Source: an optimization exercise on an open RTL-to-GDS flow (aim: small area, a short achievable clock period and few clock cycles per item). Production flows keep margins and buffers that such runs may drop.
Where RTL was checked, it was by simulation tests only, not by an equivalence proof against the original.

Setup of east:
// CordicAccelerator
module CordicAccelerator(
  input         clock,
  input         reset,
  input         cmd_valid,
  output        cmd_ready,
  input  [6:0]  cmd_funct,
  input  [4:0]  cmd_rd,
  input  [63:0] cmd_rs1,
  input  [63:0] cmd_rs2,
  output        resp_valid,
  input         resp_ready,
  output [4:0]  resp_rd,
  output [63:0] resp_data,
  output        busy
);
For scale: roughly 14,000 cells after synthesis, roughly 2,400 flip-flops, roughly 220 I/O pins, ~130,000 µm² of cells after synthesis.
export LEC_CHECK = 0
export CAP_MARGIN = 20
export CORE_MARGIN = 2
export CORE_UTILIZATION = 60
export CTS_BUF_LIST = sky130_fd_sc_hd__clkbuf_8 sky130_fd_sc_hd__clkbuf_16
export CTS_CLUSTER_DIAMETER = 80
export CTS_CLUSTER_SIZE = 30
export GPL_ROUTABILITY_DRIVEN = 0
export SETUP_SLACK_MARGIN = 2.5
export SLEW_MARGIN = 20
create_clock -name core_clock -period 6.0 [get_ports {clock}]
run.sh (not shown) runs the stock make flow with config.mk's settings and CLKGATE_MAP_FILE= SYNTH_SCRIPT=/design/flow/synth_recipe.tcl, a recipe that flattens the netlist after the stock synthesis.
east | status: complete | timing, DRC, antenna: pass
For south, these inputs were changed with respect to east:
diff --git a/flow/design.v b/flow/design.v
--- a/flow/design.v
+++ b/flow/design.v
@@ -736,43 +736,47 @@
     if (reset) p30_v <= 1'b0;
     else p30_v <= p29_v;
     p30_x <= x210;
     p30_y <= yt211;
     p30_rd <= p29_rd;
     p30_fn <= p29_fn;
     p30_dn <= p29_dn;
     p30_d <= p29_d;
   end
-  wire [31:0] y30 = p30_y ^ {32{~p30_d}};
-  wire [31:0] em = p30_fn ? y30 : p30_x;
-  wire [31:0] eo = p30_fn ? p30_x : y30;
-  wire etn = ~(p30_fn ^ p30_d);   
-  wire [3:0] em2 = {{2{em[31]}}, em[31:30]};
-  wire [3:0] eo2 = {{2{eo[31]}}, eo[31:30]};
-  wire [3:0] ev = etn ? em2 : -em2;
-  wire [3:0] es3 = {2'b00, eo[1:0]} + ev;
-  wire o_all1 = &eo[30:2];
-  wire o_all0 = ~|eo[30:2];
-  wire esgn = eo[31] ^ (~es3[3] & es3[2] & o_all1) ^ (es3[3] & o_all0);
-  wire [3:0] eq0 = eo2;
-  wire [3:0] eq1 = eo2 - 4'd1;
-  wire [3:0] ee0 = p30_dn ? 4'd0 : (etn ? -eq0 : eq0);
-  wire [3:0] ee1 = p30_dn ? 4'd0 : (etn ? -eq1 : eq1);
-  wire [3:0] es4_0 = {2'b00, em[1:0]} + ee0;
-  wire [3:0] es4_1 = {2'b00, em[1:0]} + ee1;
-  wire [3:0] es4 = esgn ? es4_1 : es4_0;
-  wire [29:0] emh = em[31:2];
-  wire [29:0] emhp = emh + 30'd1;
-  wire [29:0] emhn = ~emh + 30'd1;
-  wire [29:0] emhm = ~emhn;   
-  assign res = {es4[3] ? emhm : (es4[2] ? emhp : emh), es4[1:0]};
-  assign end_rd = p30_rd;
-  wire end_v = p30_v;
+  wire [31:0] ys218 = $signed(p30_y) >>> 30;
+  wire [31:0] xs219 = $signed(p30_x) >>> 30;
+  wire [31:0] x216 = addc(p30_x, ys218, ~p30_d);
+  wire [31:0] xg221 = xs219 & {32{~p30_dn}};
+  wire [31:0] u220 = suby(p30_y, xs219, p30_dn);
+  wire [31:0] yt217 = u220 ^ {32{p30_d ^ p30_d}};
+  reg [31:0] p31_x, p31_y;
+  reg [4:0] p31_rd;
+  reg p31_fn, p31_dn, p31_v;
+  reg p31_d;
+  always @(posedge clock) begin
+    if (reset) p31_v <= 1'b0;
+    else p31_v <= p30_v;
+    p31_x <= x216;
+    p31_y <= yt217;
+    p31_rd <= p30_rd;
+    p31_fn <= p30_fn;
+    p31_dn <= p30_dn;
+    p31_d <= p30_d;
+  end
+  wire [31:0] y31 = p31_y ^ {32{~p31_d}};
+  wire [31:0] exi = p31_x + 32'd1;
+  wire [31:0] exn = ~p31_x + 32'd1;
+  wire [31:0] exd = ~exn;   
+  wire [31:0] eys = (p31_y + 32'd1) ^ {32{~p31_d}};
+  wire [31:0] exs = p31_d ? exd : exi;
+  assign res = p31_fn ? (p31_x[31] ? eys : y31) : (y31[31] ? exs : p31_x);
+  assign end_rd = p31_rd;
+  wire end_v = p31_v;
   reg [31:0] h_data;
   reg [4:0] h_rd;
   reg hv, busy_r;
   reg blocked;
   reg [4:0] wait_n;
   wire wait_0 = (wait_n == 5'd0);
   wire h_free = ~hv | resp_ready;
   wire push = end_v & h_free & (~blocked | wait_0);
   assign recirc = end_v & ~push;
@@ -802,34 +806,35 @@
       p20_v |
       p21_v |
       p22_v |
       p23_v |
       p24_v |
       p25_v |
       p26_v |
       p27_v |
       p28_v |
-      p29_v;
+      p29_v |
+      p30_v;
   always @(posedge clock) begin
     if (reset) begin
       hv <= 1'b0;
       busy_r <= 1'b0;
       blocked <= 1'b0;
     end else begin
       hv <= hv_n;
       busy_r <= inflight_n;
       if (recirc & (~blocked | wait_0))
         blocked <= 1'b1;
       else if (push & blocked)
         blocked <= 1'b0;
     end
     if (recirc & (~blocked | wait_0))
-      wait_n <= 5'd29;
+      wait_n <= 5'd30;
     else
       wait_n <= wait_n - 5'd1;
     if (push) begin
       h_data <= res;
       h_rd <= end_rd;
     end
   end
   assign resp_valid = hv;
   assign resp_rd = h_rd;
### Flow results
- south against east: post-layout worst setup margin increased by 1.88 ns relative to the old numbers, cell row count increased by 2 relative to the old numbers, synthesized cell count decreased by 69 relative to the old numbers, number of gates given a new drive strength after cts decreased by about 40% relative to the old numbers, routed wire length decreased by 9200 µm relative to the old numbers.
- | relative slew slack | south vs east | 3.7 points higher |
- east ended up with p1_x[28] as its end of the critical path; south ended up with p23_y[30].
- east has higher fraction of the core area covered by cells at the end of the flow than south.
- [compare] base=east new=south: HPWL reported at the end of detailed placement went down; cell area now larger.
No run of this note included a check of the RTL's function; only the layout flow was run.


CordicAccelerator, a different RTL version from the one above (not shown whole).
For scale: ~2500 flip-flops, roughly 220 I/O pins, ~0.15 mm2 of cells after synthesis.
## CordicAccelerator
module CordicAccelerator(
  input         clock,
  input         reset,
  input         cmd_valid,
  output        cmd_ready,
  input  [6:0]  cmd_funct,
  input  [4:0]  cmd_rd,
  input  [63:0] cmd_rs1,
  input  [63:0] cmd_rs2,
  output        resp_valid,
  input         resp_ready,
  output [4:0]  resp_rd,
  output [63:0] resp_data,
  output        busy
);
  function [31:0] addc(input [31:0] a, input [31:0] b, input c);
    reg [31:0] g, p, gg, pp, gn, pn;
    integer k, l;
    begin
      g = a & b;
      p = a ^ b;
      gg = g;
      pp = p;
      gg[0] = g[0] | (p[0] & c);
      pp[0] = 1'b0;
      for (l = 0; l < 5; l = l + 1) begin
        gn = gg;
        pn = pp;
        for (k = 0; k < 32; k = k + 1)
          if (((k + 1) % (2 << l)) == 0) begin
            gn[k] = gg[k] | (pp[k] & gg[k - (1 << l)]);
            pn[k] = pp[k] & pp[k - (1 << l)];
          end
        gg = gn;
        pp = pn;
      end
      for (l = 3; l >= 0; l = l - 1) begin
        gn = gg;
        pn = pp;
        for (k = 0; k < 32; k = k + 1)
          if (((k + 1) % (2 << l)) == (1 << l) && k >= (2 << l)) begin
            gn[k] = gg[k] | (pp[k] & gg[k - (1 << l)]);
            pn[k] = pp[k] & pp[k - (1 << l)];
          end
        gg = gn;
        pp = pn;
      end
      addc = p ^ {gg[30:0], c};
    end
  endfunction
  wire recirc;    
  wire [31:0] res;
  wire [4:0] end_rd;
  wire take;      
  assign cmd_ready = take;
  wire accept = cmd_valid & take;
  wire [31:0] z0 = cmd_rs2[31:0];
  wire z0_fits = (z0[31:17] == {15{z0[31]}});
  ...
==> flow/config.mk <==
export PLATFORM = sky130hd
export DESIGN_NAME = CordicAccelerator
export DESIGN_NICKNAME = CordicAccelerator
export VERILOG_FILES = /design/flow/design.v
export SDC_FILE = /design/flow/constraint.sdc
export NUM_CORES = 8
export LEC_CHECK = 0
export CAP_MARGIN = 20
export CORE_MARGIN = 2
export CORE_UTILIZATION = 60
export SETUP_SLACK_MARGIN = 2.0
export SLEW_MARGIN = 20
==> flow/constraint.sdc <==
create_clock -name core_clock -period 6.0 [get_ports {clock}]
set_input_delay 1.2000 -clock core_clock [delete_from_list [all_inputs] [get_ports {clock}]]
set_output_delay 1.2000 -clock core_clock [all_outputs]
set_load 0.01 [all_outputs]
==> next run, changes <==
--- a/flow/design.v
+++ b/flow/design.v
@@ -21,32 +21,21 @@
       p = a ^ b;
       gg = g;
       pp = p;
       gg[0] = g[0] | (p[0] & c);
       pp[0] = 1'b0;
       for (l = 0; l < 5; l = l + 1) begin
         gn = gg;
         pn = pp;
         for (k = 0; k < 32; k = k + 1)
-          if (((k + 1) % (2 << l)) == 0) begin
-            gn[k] = gg[k] | (pp[k] & gg[k - (1 << l)]);
-            pn[k] = pp[k] & pp[k - (1 << l)];
-          end
-        gg = gn;
-        pp = pn;
-      end
-      for (l = 3; l >= 0; l = l - 1) begin
-        gn = gg;
-        pn = pp;
-        for (k = 0; k < 32; k = k + 1)
-          if (((k + 1) % (2 << l)) == (1 << l) && k >= (2 << l)) begin
-            gn[k] = gg[k] | (pp[k] & gg[k - (1 << l)]);
-            pn[k] = pp[k] & pp[k - (1 << l)];
+          if (k[l]) begin
+            gn[k] = gg[k] | (pp[k] & gg[((k >> l) << l) - 1]);
+            pn[k] = pp[k] & pp[((k >> l) << l) - 1];
           end
         gg = gn;
         pp = pn;
       end
       addc = p ^ {gg[30:0], c};
     end
   endfunction
   wire recirc;    
   wire [31:0] res;
What happened: The changed run finished clean; area after synthesis fell by a few percent; wire length came out higher by a few percent; register-to-register slack gains 640 ps; via count grows by a few percent; utilization shrinks by 1.4 points; critical path depth came out lower by 4; clock-buffer cell count shrinks by 20; clock skew went up by 25 ps.
Testbench counts after the change, summed over its fixed seeds: cycles 1,864, items 1,600.
For the first run of this note, only the layout was checked, not whether the RTL still works.

[separate check: timing with driven ports]
The results above use ideal ports. As a check the final layouts listed here were re-extracted and re-timed, cells and wires unchanged. Step 1 (the two cells are an assumption about what drives the block):
set clk [get_ports {clock}]
set_driving_cell -lib_cell sky130_fd_sc_hd__clkbuf_16 $clk
set_driving_cell -lib_cell sky130_fd_sc_hd__buf_2 [delete_from_list [all_inputs] $clk]
Step 2, shift: input delay + t, output delay - t, t = (earliest + latest rising clock arrival at the registers) / 2. This alone moves slack from input paths to output paths. Slacks: ideal ports / drivers / drivers and shift; pairs: ideal ports / drivers.
| run | t, ns | slack for setup (ns) | hold WS [ns] | latest minus earliest clock arrival (ns) | worst register clock-pin slew, ns |
|---|---|---|---|---|---|
| east | 0.919 | 0.607 / 0.607 / 0.607 | 0.317 / 0.317 / 0.317 | 0.041 / 0.041 | 0.11 / 0.11 |
| south | 0.895 | 2.487 / 2.487 / 1.770 | 0.305 / 0.305 / 0.305 | 0.041 / 0.041 | 0.11 / 0.11 |
| the first run of note 2 | 1.008 | 1.482 / 1.482 / 1.482 | 0.313 / 0.313 / 0.313 | 0.099 / 0.098 | 0.07 / 0.07 |
| the second run of note 2 | 1.006 | 2.127 / 2.054 / 2.127 | 0.306 / 0.306 / 0.306 | 0.119 / 0.119 | 0.07 / 0.07 |
After both steps every run listed still meets setup and hold. For south, which loses most, drivers alone change the setup slack by 0.000 ns; drivers and shift together by -0.717 ns.
